What follows belongs to an exercise in optimizing a design on an open flow for small area, a short achievable clock period and few clock cycles; a production flow would make more cautious choices. The RTL was checked by simulation tests, not by an equivalence proof against the original design. Power is estimated from default activity; no workload was simulated.

### flow/design.v
module fp_mult(A,B,clk,reset,C,done,flow);
    input [31:0] A,B;
    input clk;
    input reset;
    output [31:0] C;
    output done;
    output [1:0] flow;
    parameter step1 = 3'b000;
    parameter step2 = 3'b001;
    parameter step3 = 3'b010;
    parameter step4 = 3'b011;
    parameter step5 = 3'b100;
    parameter step6 = 3'b101;
    parameter step7 = 3'b110;
    parameter step8 = 3'b111;
    parameter normal = 2'b00;
    parameter overflow = 2'b01;
    parameter underflow = 2'b10;
    reg [2:0] state;
    reg [1:0] r_flow;
    reg r_done;
    reg c1_out;
    reg [8:0] c2_out;
    reg [47:0] c3_out_b;
    reg [24:0] c3_out_s;
    reg [23:0] a_mult, b_mult;
    reg start;
    wire [47:0] c_mult;
    wire done_mult;
    wire a1_in = A[31];
    wire b1_in = B[31];
    wire [7:0] a2_in = A[30:23];
    wire [7:0] b2_in = B[30:23];
    wire [22:0] a3_in = A[22:0];
    wire [22:0] b3_in = B[22:0];
    assign flow = r_flow;
    assign done = r_done;
    assign C = {c1_out, c2_out[7:0], c3_out_s[22:0]};
    bit24_mult mult(a_mult, b_mult, clk, reset, start, c_mult, done_mult);
    always @(posedge clk)
    begin
        if (reset)
        begin
            r_flow <= 2'b00;
            r_done <= 1'b0;
            c1_out <= 1'b0;
            c2_out <= 9'b0;
            c3_out_s <= 25'b0;
            c3_out_b <= 48'b0;
            a_mult <= 24'b0;
            b_mult <= 24'b0;
            start <= 1'b0;
			state <= step1;
        end 
        else
        begin
            case (state)
                step1:
                begin
                    if (a2_in + b2_in < 127)
                    begin
                    r_flow <= 2'b10;
                    state <= step8;
                    end
                    else
                    begin
                    state <= step2;
                    end
                end
                step2:
                begin
                    c1_out <= a1_in ^ b1_in;
                    c2_out <= a2_in + b2_in - 127;
                    a_mult <= {1'b1, a3_in};
                    b_mult <= {1'b1, b3_in};
                    start <= 1'b1;
                    state <= step3;
                end
                step3:
                begin
                    if (done_mult)
                    begin
                        c3_out_b <= c_mult;
                        state <= step4;
                    end
                    start <= 1'b0;
                end
                step4:
                begin
                    if (c3_out_b[47])
                    begin
                        c3_out_b <= c3_out_b >> 1;
                        c2_out <= c2_out + 1;
                    end
                    state <= step5;
                end
                step5:
                begin
                    if (c2_out >= 255)
                    begin
		                r_flow <= 2'b01;
                        state <= step8;
                    end
                    else
                    begin
                        if (c3_out_b[22])
                        begin
                            c3_out_s <= c3_out_b[47:23] + 1;
                            state <= step6;
                        end
                        else 
                        begin
                            c3_out_s <= c3_out_b[47:23];
                            state <= step7;
                        end
                    end
                end
                step6: 
                begin
                    c3_out_b <= {c3_out_s, 23'b0};
                    state <= step4;
                end
                step7: r_done <= 1'b1;
                step8:
                begin
                    c1_out <= 1'b0;
                    c2_out <= 9'b0;
                    c3_out_s <= 25'b0;
                    state <= step7;
                end
            endcase
        end
    end
endmodule
module bit24_mult(A,B,clk,reset,start,C,done);
    input [23:0] A,B;
    input clk;
    input start, reset;
    output [47:0] C;
    output done;
    parameter step1 = 2'b00;
    parameter step2 = 2'b01;
    parameter step3 = 2'b10;
    reg [1:0] state;
    reg [5:0] counter;
    reg r_done;
    reg [47:0] r_c;
    reg [23:0] P, PA;
    reg[23:0] a_add, b_add;
    reg cin;
    wire [23:0] c_add;
    wire cout_add;
    assign C = r_c;
    assign done = r_done;
    bit24_select_adder adder(a_add, b_add, cin, c_add, cout_add);
    always@(posedge clk)
    begin
        if (reset)
        begin
            counter <= 0;
            r_done <= 1'b0;
            P <= 24'b0;
            PA <= 24'b0;
            a_add <= 24'b0;
            b_add <= 24'b0;
            cin <= 1'b0;
            state <= step1;
        end
        else
        begin
            case (state)
                step1:
                begin
                    if (start)
                    begin
                    counter <= 0;
                    P <= 24'b0;
                    PA <= A;
                    state <= step2;
                    end
                end
                step2:
                begin
                    if (counter == 24)
                    begin
                        r_c <= {P, PA};
                        r_done <= 1'b1;
                        state <= step1;
                    end
                    else
                    begin
                        counter <= counter + 1;
                        a_add <= {24{PA[0]}} & B;
                        b_add <= P[23:0];
                        state <= step3;
                    end
                end
                step3:
                begin
                    P <= {cout_add, c_add[23:1]};
                    PA <= {c_add[0], PA[23:1]};
                    state <= step2;
                end
            endcase
        end
    end
endmodule
module bit24_select_adder(A,B,CIN,C,COUT);
    input [23:0] A,B;
    input CIN;
    output [23:0] C;
    output COUT;
    wire [5:0] TC;
    bit4_select_adder adder1(A[3:0],B[3:0],C[3:0],CIN,TC[0]);
    bit4_select_adder adder2(A[7:4],B[7:4],C[7:4],TC[0],TC[1]);
    bit4_select_adder adder3(A[11:8],B[11:8],C[11:8],TC[1],TC[2]);
    bit4_select_adder adder4(A[15:12],B[15:12],C[15:12],TC[2],TC[3]);
    bit4_select_adder adder5(A[19:16],B[19:16],C[19:16],TC[3],TC[4]);
    bit4_select_adder adder6(A[23:20],B[23:20],C[23:20],TC[4],TC[5]);
    assign COUT = TC[5];
endmodule
module bit4_select_adder(A,B,C,CIN,COUT);
    input [3:0] A,B;
    input CIN;
    output [3:0] C;
    output COUT;
    wire COUTG,COUTV;
    wire [3:0] CG,CV;
    parameter GROUND = 1'b0;
    parameter VDD = 1'b1;
    bit4_adder adder1(A,B,CG,GROUND,COUTG);
    bit4_adder adder2(A,B,CV,VDD,COUTV);
    adder_mux mux1(CG[0],CV[0],CIN,C[0]);
    adder_mux mux2(CG[1],CV[1],CIN,C[1]);
    adder_mux mux3(CG[2],CV[2],CIN,C[2]);
    adder_mux mux4(CG[3],CV[3],CIN,C[3]);
    adder_mux mux5(COUTG,COUTV,CIN,COUT);
endmodule
module adder_mux(CG,CV,CIN,C);
    input CG,CV,CIN;
    output C;
    assign C = (CIN) ? CV : CG;
endmodule 
module bit4_adder(A,B,C,CIN,COUT);
    input [3:0] A,B;
    input CIN;
    output [3:0] C;
    output COUT;
    wire [2:0] TC;
    full_adder adder1(A[0],B[0],C[0],CIN,TC[0]);
    full_adder adder2(A[1],B[1],C[1],TC[0],TC[1]);
    full_adder adder3(A[2],B[2],C[2],TC[1],TC[2]);
    full_adder adder4(A[3],B[3],C[3],TC[2],COUT);
endmodule
module full_adder(A,B,C,CIN,COUT);
    input A,B,CIN;
    output C,COUT;
    assign C = A ^ B ^ CIN;
    assign COUT = (A & B) | (A & CIN) | (B & CIN);
endmodule
### flow/run.sh
#!/bin/bash
# synth_recipe.tcl (not shown) runs the flow's synth.tcl, then flattens the netlist and writes it again
# the make line also repeats each setting of config.mk as NAME=value (left out here)
make -C /OpenROAD-flow-scripts/flow DESIGN_CONFIG=/design/flow/config.mk WORK_HOME=/design/flow/orfs CLKGATE_MAP_FILE= SYNTH_SCRIPT=/design/flow/synth_recipe.tcl finish
### flow/config.mk
export PLATFORM = sky130hd
export DESIGN_NAME = fp_mult
export DESIGN_NICKNAME = fp_mult
export VERILOG_FILES = /design/flow/design.v
export SDC_FILE = /design/flow/constraint.sdc
export NUM_CORES = 4
export LEC_CHECK = 0
export CAP_MARGIN = 20
export CORE_MARGIN = 2
export CORE_UTILIZATION = 40
export SLEW_MARGIN = 20
### flow/constraint.sdc
create_clock -name core_clock -period 5.0 [get_ports {clk}]
set_input_delay 1.0000 -clock core_clock [delete_from_list [all_inputs] [get_ports {clk}]]
set_output_delay 1.0000 -clock core_clock [all_outputs]
set_load 0.01 [all_outputs]
==> flow_metrics.env <==
export IMPL_dieArea_um2=30120
export IMPL_vias=9304
export IMPL_vdd_drop_max_v=0.0002499
export IMPL_internal_power_mw=3.831
export IMPL_use_met1_pct=25.36
export IMPL_cp_end_kind="register"
export IMPL_dp_slack_ns=0.4556
export IMPL_async_reset_ff_share_pct=0
export IMPL_ant_nets=0
export IMPL_grt_pass1_wl_um=43480
export IMPL_ys_seq_area_share_pct=45.09
export IMPL_synth_avg_cell_area_um2=8.356
export IMPL_drive_above_1_share_pct=6.188
export IMPL_synth_cell_types=62
export IMPL_num_rows=62
export IMPL_multi_input_area_um2=5602
export IMPL_cts_sinks=246
export IMPL_hold_path_depth=2
export IMPL_synth_edf_count=26
export IMPL_numCtsBuffers=27
export IMPL_cp_max_fo=4
export IMPL_cts_htree_levels=1
export IMPL_layout_commonest_cell="nand2_1"
export IMPL_hold_viol_final=0
export IMPL_wirelength_um=26170
export IMPL_worst_ep_arrival_time_ns=4.86
export IMPL_p_leak_nw=4.756
export IMPL_status="complete, no violations"
export IMPL_reg2reg_depth=14
export IMPL_cts_setup_buffers=0
export IMPL_nFillCells=2794
export IMPL_antenna_found_initial=0
export IMPL_post_dp_hpwl_um=17530
export IMPL_pwr_share_seq_pct=44.1
export IMPL_tns_ns=0
export IMPL_io_pins=101
export IMPL_clockBufferDepth=3
export IMPL_dr_pass1_iters=5
export IMPL_hold_class="reg -> reg"
export IMPL_swShare_pct=28.99
export IMPL_grt_busiest_layer="met2"
export IMPL_finalCritPeriodShare_pct=87.93
export IMPL_start_util_pct=40.39
export IMPL_fp_coreArea_um2=28470
export IMPL_finalSetupViolCount=0
export IMPL_final_cell_mix="nand2_1, dfxtp_1, nor2_1"
export IMPL_gp_congestion=0.8134
export IMPL_fmax_mhz=227.5
export IMPL_via_per_inst=5.152
export IMPL_grt_pass1_vias=8616
export IMPL_portBuffers=100
export IMPL_gr_total_overflow=0
export IMPL_worst_pin_slew_ns=1.023
export IMPL_area_delta_synth_final_pct=17.44
export IMPL_die_h_um=173.5
export IMPL_ys_ff_latch=246
export IMPL_clockRootBuffer="clkbuf_16"
export IMPL_cts_hold_buf=0
export IMPL_fin_ws_ns=0.6036
export IMPL_start_kind="register"
export IMPL_period_minus_slack_ns=4.396
export IMPL_rsz0062_at_grt="no"
export IMPL_synth_area_um2=11500
export IMPL_crit_type="reg -> reg"
export IMPL_regArea_um2=5185
export IMPL_power_switching_mw=1.564
export IMPL_yosysWarnings=2
export IMPL_cts_resized=0
export IMPL_insertion_delay_ns=0.53
export IMPL_use_met2_pct=26.52
export IMPL_synth_cells=1376
export IMPL_clkPwrFrac_pct=38.1
export IMPL_drtIter0Drc=543
export IMPL_clkSlewWorstSetupHoldPaths_ns=0.06
export IMPL_p_per_area_nw_per_um2=399.5
export IMPL_use_met3_pct=2.478
export IMPL_grt_usage_pct=17.08
export IMPL_wl_per_cell_um=14.49
export IMPL_mappedNetlistNets=1487
export IMPL_cp_required_ns=5.47
export IMPL_diodes=0
export IMPL_fin_util_pct=47.43
export IMPL_skew_ns=0.01144
export IMPL_drv_slew=0
export IMPL_maxCapViolations=0
export IMPL_cts_tree="built"
export IMPL_grt_max_degree=81
export IMPL_drc=0
export IMPL_power_frac_comb_pct=17.8
export IMPL_slew_headroom_pct=31.55
export IMPL_final_nets=1513
export IMPL_fp_dieW_um=173.5
export IMPL_synth_flop_cell="dfxtp_1"
registers in the layout, summed over array words and instances, names as in the netlist:
signal        count
state             3
mult.a_add       24
c3_out_s         25
mult.P           24
c3_out_b         26
a_mult           23
c1_out            1
r_done            1
mult.counter      6
mult.r_done       1
mult.r_c         26
start             1
mult.b_add       24
mult.state        2
b_mult           24
c2_out            9
mult.PA          24
r_flow            2
stage by stage:
stage               instances  cell area (µm²)  hold slack, ns  power, mW
finish                   1806            13500          0.4481      5.395
global route             1806            13500          0.4772      5.673
CTS                      1806            13500          0.4515      5.442
detailed placement       1757            12570          0.4433      3.386
global placement         1756            12560          0.4409      3.370
floorplan                1376            11500          0.4218      3.078
power groups by stage:
| stage | clock network, mW | logic [mW] | registers, mW |
|---|---|---|---|
| finish | 2.05 | 0.961 | 2.38 |
| CTS | 2.09 | 0.971 | 2.38 |
| global placement | 0 | 0.953 | 2.42 |
| floorplan | 0 | 0.745 | 2.33 |
| detailed placement | 0 | 0.967 | 2.42 |
| global route | 2.17 | 1.09 | 2.41 |
path summary, 6_finish.rpt:
check | start | end | slack [ns]
max | mult.a_add[0]$_SDFFE_PP0P_ | mult.P[21]$_SDFFE_PP0P_ | 0.60
min | mult.a_add[1]$_SDFFE_PP0P_ | mult.a_add[1]$_SDFFE_PP0P_ | 0.45
max reg2reg | mult.a_add[0]$_SDFFE_PP0P_ | mult.P[21]$_SDFFE_PP0P_ | 0.60
min reg2reg | mult.a_add[1]$_SDFFE_PP0P_ | mult.a_add[1]$_SDFFE_PP0P_ | 0.45
routing by layer:
metal	share of wire, %	routed length, µm
met1	51	13410
met2	43	11330
met3	4.0	1056
met4	1.4	373
met5	0	0
area by class of cell:
type                            instances  area share (%)
Clock buffer                           34           5.494
Clock inverter                         15           1.362
Inverter                               49           1.362
Multi-Input combinational cell        963           41.48
Sequential cell                       246           38.40
Tap cell                              384           3.558
Timing Repair Buffer                  115           8.348
worst max-delay path, stage by stage, from the launching register on:
cell	delay (ns)
dfxtp_1	0.33
ha_1	0.14
inv_1	0.05
fa_1	0.38
fa_1	0.39
fa_1	0.42
nor2b_1	0.24
o311ai_4	0.15
a2111o_1	0.50
a311o_2	0.44
o211ai_4	0.14
mux2i_2	0.36
mux2i_1	0.19
or4b_1	0.52
nand3_1	0.09
cell families (layout without fill, tap and decap cells):
group / Yosys count / in the layout / synth area share, %
AOI/OAI and AO/OA: 315 / 315 / 18.20
xor gates and xnor gates: 50 / 50 / 3.808
adders and majority gates: 45 / 45 / 5.158
buffers and inverters: 167 / 213 / 6.496
DFF: 246 / 246 / 45.09
muxes: 10 / 10 / 0.9249
and+or+nand+nor: 543 / 543 / 20.32
Yosys cell counts (6+ instances only):
cell | count | area (µm²)
and3_1 | 11 | 68.82
or3_1 | 9 | 56.30
nand2b_1 | 8 | 50.05
inv_1 | 48 | 180.2
mux2i_1 | 7 | 70.07
nor3b_1 | 7 | 52.55
nor2_1 | 141 | 529.3
buf_4 | 32 | 240.2
dfxtp_1 | 220 | 4404
edfxtp_1 | 26 | 780.8
nor2b_1 | 6 | 37.54
a211oi_1 | 22 | 165.2
xnor2_1 | 30 | 262.8
xor2_1 | 20 | 175.2
nand4_1 | 7 | 43.79
nand2_1 | 271 | 1017
a22oi_1 | 42 | 315.3
a21oi_1 | 136 | 680.7
nand3_1 | 45 | 225.2
clkbuf_1 | 80 | 300.3
buf_1 | 6 | 22.52
a311oi_1 | 45 | 394.1
o21ai_0 | 28 | 140.1
or2_2 | 7 | 43.79
nor3_1 | 14 | 70.07
ha_1 | 41 | 513.0
Testbench counts, summed over its fixed seeds: cycles 140,472.

-- static timing again, ports no longer ideal --
Ports are ideal in the flow. The routed layout listed here was re-timed in OpenROAD.
Step 1: set_driving_cell puts a clkbuf_16 on clk and a buf_2 on each other input, an assumption about the parent block.
Step 2 moves the port delays by t, midway between the first and last clock arrival at a register: inputs arrive t later, outputs are due t later. That takes back most of the time a late clock gives input paths.
Three values: no drivers, after step 1, after step 2; two values: the first two.
t (ns): 0.569
setup WS [ns]: 0.604 / 0.604 / 0.416
slew at the worst register clock pin (ns): 0.06 / 0.06
worst data-port slew with drivers (ns): 0.04
After both steps setup and hold are still met in this run. For this run, drivers alone change the setup slack by 0.000 ns; drivers and shift together by -0.188 ns.
